This design comes from an exercise in tuning for small area on the open sky130 flow, not from production work. RTL that was checked went through simulation tests only; none was proved equivalent to the original. No driver is modelled on the clock port, so clocking that relies on it looks cheaper here than on a real chip. Power and IR drop assume default switching activity.

==> flow/design.v (excerpt) <==
module Tx8b10b (
    input clk,
    input rst,
    input en,
    input [7:0] dataIn,
    input writeStrobe,
    output dataPresent,
    output halfFull,
    output full,
    output tx
);
Settings: LEC_CHECK=0, CAP_MARGIN=20, CORE_MARGIN=2, CORE_UTILIZATION=75, SLEW_MARGIN=20; clock period 5.0 ns.
standard.sh (not shown) runs the stock make flow with config.mk's settings and CLKGATE_MAP_FILE= SYNTH_SCRIPT=/design/flow/synth_recipe.tcl, a recipe that flattens the netlist after the stock synthesis.
==> flow/flow/run.sh <==
#!/bin/bash
# Own flow: the standard ORFS flow, with synthesis using an area-oriented ABC script
# (flow/abc.script) and no half-adder extraction, and a leaner clock tree.
set -euo pipefail
W=$PWD
export OWN_ABC_SCRIPT=$W/flow/abc.script
bash standard.sh synth SYNTH_SCRIPT=$W/flow/my_synth.tcl > $W/own_synth.log 2>&1
export CTS_ARGS="-sink_clustering_enable -repair_clock_nets -dont_use_dummy_load -buf_list sky130_fd_sc_hd__clkbuf_4 -root_buf sky130_fd_sc_hd__clkbuf_8"
export BUFFER_PORTS_ARGS="-buffer_cell sky130_fd_sc_hd__buf_1"
bash standard.sh > $W/own_flow.log 2>&1
==> flow/flow/abc.script <==
&get -n
&st
&dc2
&dc2
&dch -f
&nf -R 1000 -p -C 32 -F 8
&put
==> flow/flow/my_synth.tcl <==
proc synth {args} { yosys synth -nofsm -noshare {*}$args }
proc abc {args} {
  set i [lsearch -exact $args -script]
  if { $i >= 0 } { lset args [expr {$i + 1}] $::env(OWN_ABC_SCRIPT) }
  puts "own abc: [lindex $args [expr {$i + 1}]]"
  yosys abc {*}$args
}
proc extract_fa {args} { puts "extract_fa skipped" }
source $::env(SCRIPTS_DIR)/synth.tcl
# left out here: clear keep_hierarchy, flatten, clean up, hide names made inside functions, write 1_2_yosys.v
Next try:
--- a/flow/flow/run.sh
+++ b/flow/flow/run.sh
@@ -8,0 +9,3 @@
+export POST_CTS_TCL=$W/flow/post_cts.tcl
+export OWN_CLK_SLEW=0.112
+export POST_GLOBAL_PLACE_TCL=$W/flow/post_gp.tcl
==> flow/flow/post_cts.tcl (new file) <==
estimate_parasitics -placement
proc own_load_slew { inst } {
  set worst 0
  set out [get_pins -of_objects $inst -filter "direction == output"]
  foreach pin [get_pins -of_objects [get_nets -of_objects $out]] {
    if { [get_property $pin direction] == "output" } { continue }
    set s [get_property $pin slew_max]
    if { $s > $worst } { set worst $s }
  }
  return $worst
}
set own_sizes {sky130_fd_sc_hd__clkbuf_4 sky130_fd_sc_hd__clkbuf_8 sky130_fd_sc_hd__clkbuf_16}
set n 0
foreach inst [get_cells clkbuf_*] {
  set leaf 1
  set out [get_pins -of_objects $inst -filter "direction == output"]
  foreach pin [get_pins -of_objects [get_nets -of_objects $out]] {
    if { [get_property $pin direction] == "output" } { continue }
    if { [string match "clkbuf_*" [get_full_name [get_cells -of_objects $pin]]] } { set leaf 0 }
  }
  if { !$leaf } { continue }
  set cur [lsearch -exact $own_sizes [get_property $inst ref_name]]
  if { $cur < 0 } { continue }
  while { [own_load_slew $inst] > $::env(OWN_CLK_SLEW) && $cur < [llength $own_sizes] - 1 } {
    incr cur
    replace_cell $inst [lindex $own_sizes $cur]
    incr n
  }
}
puts "post_cts: upsized clock buffers $n times"
if { $n > 0 } {
  detailed_placement
  estimate_parasitics -placement
}
==> flow/flow/post_gp.tcl (new file) <==
# Drop the buffers that timing-driven global placement put on internal nets
# (not the port buffers, nor buffers on the input ports' fan-out); the resize
# step's repair_design adds back whatever slew or capacitance still needs.
set own_n 0
foreach inst [get_cells place*] {
  if { ![string match "sky130_fd_sc_hd__buf_*" [get_property $inst ref_name]] } { continue }
  set name [get_full_name $inst]
  set in_net [get_nets -of_objects [get_pins $name/A]]
  set out_net [get_nets -of_objects [get_pins $name/X]]
  set drv [get_pins -of_objects $in_net -filter "direction == output"]
  if { [llength $drv] != 1 } { continue }
  if { [string match "input*" [get_full_name [get_cells -of_objects $drv]]] } { continue }
  if { [llength [get_ports -quiet -of_objects $out_net]] > 0 } { continue }
  if { [llength [get_ports -quiet -of_objects $in_net]] > 0 } { continue }
  foreach pin [get_pins -of_objects $out_net -filter "direction == input"] {
    disconnect_pin $out_net $pin
    connect_pin $in_net $pin
  }
  disconnect_pin $in_net [get_pins $name/A]
  disconnect_pin $out_net [get_pins $name/X]
  delete_instance $inst
  delete_net $out_net
  incr own_n
}
puts "post_gp: removed $own_n buffers"
estimate_parasitics -placement
The new run finished clean.
Die area stays the same.
Global-route usage went up by 0.62 points.
Wire length rises by a few percent.
Clock skew drops by 0.0076 ns.
Next try:
--- a/flow/flow/run.sh
+++ b/flow/flow/run.sh
@@ -9,3 +8,0 @@
-export POST_CTS_TCL=$W/flow/post_cts.tcl
-export OWN_CLK_SLEW=0.112
-export POST_GLOBAL_PLACE_TCL=$W/flow/post_gp.tcl
--- a/flow/config.mk
+++ b/flow/config.mk
@@ -10 +10 @@
-export CORE_UTILIZATION = 75
+export CORE_UTILIZATION = 60
removed: flow/flow/post_cts.tcl
removed: flow/flow/post_gp.tcl
What happened:
- clock-buffer cell count does not change
- hold slack is worse by 0.0033 ns
- area after synthesis stays the same
- clock power drops by about 6.5%
- via count drops by about 3.7%
Next try:
==> flow/flow/abc.script (replaced) <==
&get -n
&st
&dch -f
&nf -R 1000
&put
Result: The changed run ran to the end with no violations; clock power came out lower by about 1%; area after synthesis increases by 1.2%; total power came out higher by about 0.8%; utilization shrinks by 1.3 points; worst setup slack degrades by 0.33 ns; first-iteration DRC count falls by 44%; final area is higher by about 1.4%; routed wire length fell by about 10%.

* * *

The RTL this note starts from:
==> flow/design.v <==
module Fifo(input clk, input rst, input write, input read, input [7:0] dataIn,
 output [7:0] dataOut, output reg dataPresent, output halfFull, output full);
reg [7:0] memory[15:0];
reg [3:0] pointer;
wire zero = ~|pointer;
integer i;
always @(posedge clk) if (write) begin memory[0] <= dataIn; for (i=1;i<16;i=i+1) memory[i] <= memory[i-1]; end
always @(posedge clk) begin
  if (rst) begin pointer <= 0; dataPresent <= 0; end
  else begin
    dataPresent <= write | (dataPresent & ~(zero & read));
    case ({read, write})
      2'b01: if (!full && dataPresent) pointer <= pointer + 1'b1;
      2'b10: if (!zero) pointer <= pointer - 1'b1;
      default: ;
    endcase
  end
end
assign halfFull = pointer[3];
assign full = &pointer;
reg [7:0] rd; always @* begin rd=0; for (i=0;i<16;i=i+1) rd = rd | (memory[i] & {8{pointer==i}}); end
assign dataOut=rd;
endmodule
module Tx8b10b (
    input clk,
    input rst,
    input en,
    input [7:0] dataIn,
    input writeStrobe,
    output dataPresent,
    output halfFull,
    output full,
    output tx
);
wire [7:0] d;
reg readStrobe;
Fifo txFifo (
    .clk(clk), .rst(rst), .write(writeStrobe), .read(readStrobe), .dataIn(dataIn),
    .dataOut(d), .dataPresent(dataPresent), .halfFull(halfFull), .full(full)
);
reg [3:0] cnt;       
reg [1:9] s;         
reg rd6;             
reg rd4;             
wire c0 = (cnt == 4'd0);
wire c9 = (cnt == 4'd9);
reg [5:0] base6;    
always @* begin
    case (d[4:0])
        5'd0 : base6 = 6'b100111;  5'd1 : base6 = 6'b011101;
        5'd2 : base6 = 6'b101101;  5'd3 : base6 = 6'b110001;
        5'd4 : base6 = 6'b110101;  5'd5 : base6 = 6'b101001;
        5'd6 : base6 = 6'b011001;  5'd7 : base6 = 6'b111000;
        5'd8 : base6 = 6'b111001;  5'd9 : base6 = 6'b100101;
        5'd10: base6 = 6'b010101;  5'd11: base6 = 6'b110100;
        5'd12: base6 = 6'b001101;  5'd13: base6 = 6'b101100;
        5'd14: base6 = 6'b011100;  5'd15: base6 = 6'b010111;
        5'd16: base6 = 6'b011011;  5'd17: base6 = 6'b100011;
        5'd18: base6 = 6'b010011;  5'd19: base6 = 6'b110010;
        5'd20: base6 = 6'b001011;  5'd21: base6 = 6'b101010;
        5'd22: base6 = 6'b011010;  5'd23: base6 = 6'b111010;
        5'd24: base6 = 6'b110011;  5'd25: base6 = 6'b100110;
        5'd26: base6 = 6'b010110;  5'd27: base6 = 6'b110110;
        5'd28: base6 = 6'b001110;  5'd29: base6 = 6'b101110;
        5'd30: base6 = 6'b011110;  default: base6 = 6'b101011;
    endcase
end
wire [31:0] NN6 = 32'he9818117;    
wire [31:0] CP6 = 32'he9818197;    
wire nn6 = NN6[d[4:0]];
wire flip6 = rd6 & CP6[d[4:0]];
wire [5:0] code6 = base6 ^ {6{flip6}};
wire [5:0] fill6 = rd4 ? 6'b110000 : 6'b001111;
wire dpLatch = ~((s[3] == s[4]) & (s[4] == s[5]) & (s[5] == s[6]));
wire useAlt = (s[5] == s[6]) & (s[6] != rd4);
reg [3:0] base4;    
always @* begin
    case (d[7:5])
        3'd0: base4 = 4'b1011;  3'd1: base4 = 4'b1001;
        3'd2: base4 = 4'b0101;  3'd3: base4 = 4'b1100;
        3'd4: base4 = 4'b1101;  3'd5: base4 = 4'b1010;
        3'd6: base4 = 4'b0110;  default: base4 = useAlt ? 4'b0111 : 4'b1110;
    endcase
end
wire nn4 = (d[7:5] == 3'd0) | (d[7:5] == 3'd4) | (d[7:5] == 3'd7);
wire flip4 = rd4 & (nn4 | (d[7:5] == 3'd3));
wire [3:0] code4 = base4 ^ {4{flip4}};
wire [3:0] fill4 = rd4 ? 4'b0101 : 4'b1010;
reg [3:0] cntDec;
always @* begin
    case (cnt)
        4'd8: cntDec = 4'd7;  4'd7: cntDec = 4'd6;  4'd6: cntDec = 4'd5;
        4'd5: cntDec = 4'd4;  4'd4: cntDec = 4'd3;  4'd3: cntDec = 4'd2;
        4'd2: cntDec = 4'd1;  default: cntDec = 4'd0;
    endcase
end
assign tx = s[1];
always @(posedge clk) begin
    if (rst) begin
        readStrobe <= 1'b0;
        rd6 <= 1'b0;
        rd4 <= 1'b0;
        cnt <= 4'd0;
        s <= 9'd0;
    end
    else begin
        readStrobe <= en & c9 & dpLatch;
        if (en) begin
            if (c0) begin
                cnt <= 4'd9;
                s[1:6] <= dataPresent ? code6 : fill6;
                s[7:9] <= 3'b000;
                if (dataPresent) rd4 <= rd6 ^ nn6;
                else rd6 <= rd4;
            end
            else if (c9) begin
                cnt <= 4'd8;
                s[1:5] <= s[2:6];
                s[6:9] <= dpLatch ? code4 : fill4;
                if (dpLatch) rd6 <= rd4 ^ nn4;
                else rd4 <= ~rd4;
            end
            else begin
                cnt <= cntDec;
                s <= {s[2:9], 1'b0};
            end
        end
    end
end
endmodule
Settings: LEC_CHECK=0, CAP_MARGIN=20, CORE_MARGIN=2, CORE_UTILIZATION=40, SLEW_MARGIN=20; clock period 5.0 ns.
==> flow/flow/run.sh <==
#!/bin/bash
# Own flow: the standard ORFS flow, with synthesis using an area-oriented ABC script
# (flow/abc.script) and no half-adder extraction, and a leaner clock tree.
set -euo pipefail
W=$PWD
export OWN_ABC_SCRIPT=$W/flow/abc.script
bash standard.sh synth SYNTH_SCRIPT=$W/flow/my_synth.tcl > $W/own_synth.log 2>&1
export CTS_ARGS="-sink_clustering_enable -repair_clock_nets -dont_use_dummy_load -buf_list sky130_fd_sc_hd__clkbuf_8"
export BUFFER_PORTS_ARGS="-buffer_cell sky130_fd_sc_hd__buf_1"
bash standard.sh > $W/own_flow.log 2>&1
==> flow/flow/abc.script <==
&get -n
&st
&dch -f
&nf -R 1000
&put
Scripts as last shown in full above: flow/flow/my_synth.tcl
Edit:
==> flow/flow/run.sh (replaced) <==
#!/bin/bash
# Own flow: the standard ORFS flow, with synthesis using an area-oriented ABC script
# (flow/abc.script) and no half-adder extraction, and a leaner clock tree.
set -euo pipefail
W=$PWD
export OWN_ABC_SCRIPT=$W/flow/abc.script
bash standard.sh synth SYNTH_SCRIPT=$W/flow/my_synth.tcl > $W/own_synth.log 2>&1
export CTS_ARGS="-sink_clustering_enable -repair_clock_nets -dont_use_dummy_load"
bash standard.sh > $W/own_flow.log 2>&1
Result:
- cell count goes down by 0.44%
- clock power goes up by about 50%
- power goes up by 14%
No run of this note included a check of the RTL's function; only the layout flow was run.

==> afterwards: timing with drivers on the ports <==
Ports are ideal in the flow. The routed layouts listed here were re-timed in OpenROAD. Step 1: set_driving_cell puts a clkbuf_16 on clk and a buf_2 on each other input, an assumption about the parent block. Step 2 adds t to the input delays and takes it off the output delays; t is the mean of the earliest and latest rising clock arrival at the registers after step 1. Input paths then give back, and output paths get back, about the clock's delay inside the block. Three values: ideal ports, drivers, drivers and shift; two values: the first two.
| run | shift t [ns] | slack for setup (ns) | worst setup path after step 2 | latest minus earliest clock arrival (ns) |
|---|---|---|---|---|
| the first run of note 1 | 0.440 | 0.782 / 0.782 / 0.782 | register to register | 0.044 / 0.045 |
| the second run of note 1 | 0.441 | 0.644 / 0.644 / 0.644 | register to register | 0.038 / 0.037 |
| the third run of note 1 | 0.435 | 0.793 / 0.793 / 0.793 | register to register | 0.045 / 0.046 |
| the fourth run of note 1 | 0.431 | 0.465 / 0.465 / 0.465 | register to register | 0.050 / 0.051 |
| the first run of note 2 | 0.463 | 0.378 / 0.378 / 0.378 | register to register | 0.036 / 0.036 |
| the second run of note 2 | 0.448 | 0.531 / 0.531 / 0.531 | register to register | 0.020 / 0.021 |
After both steps every run listed still meets setup and hold.
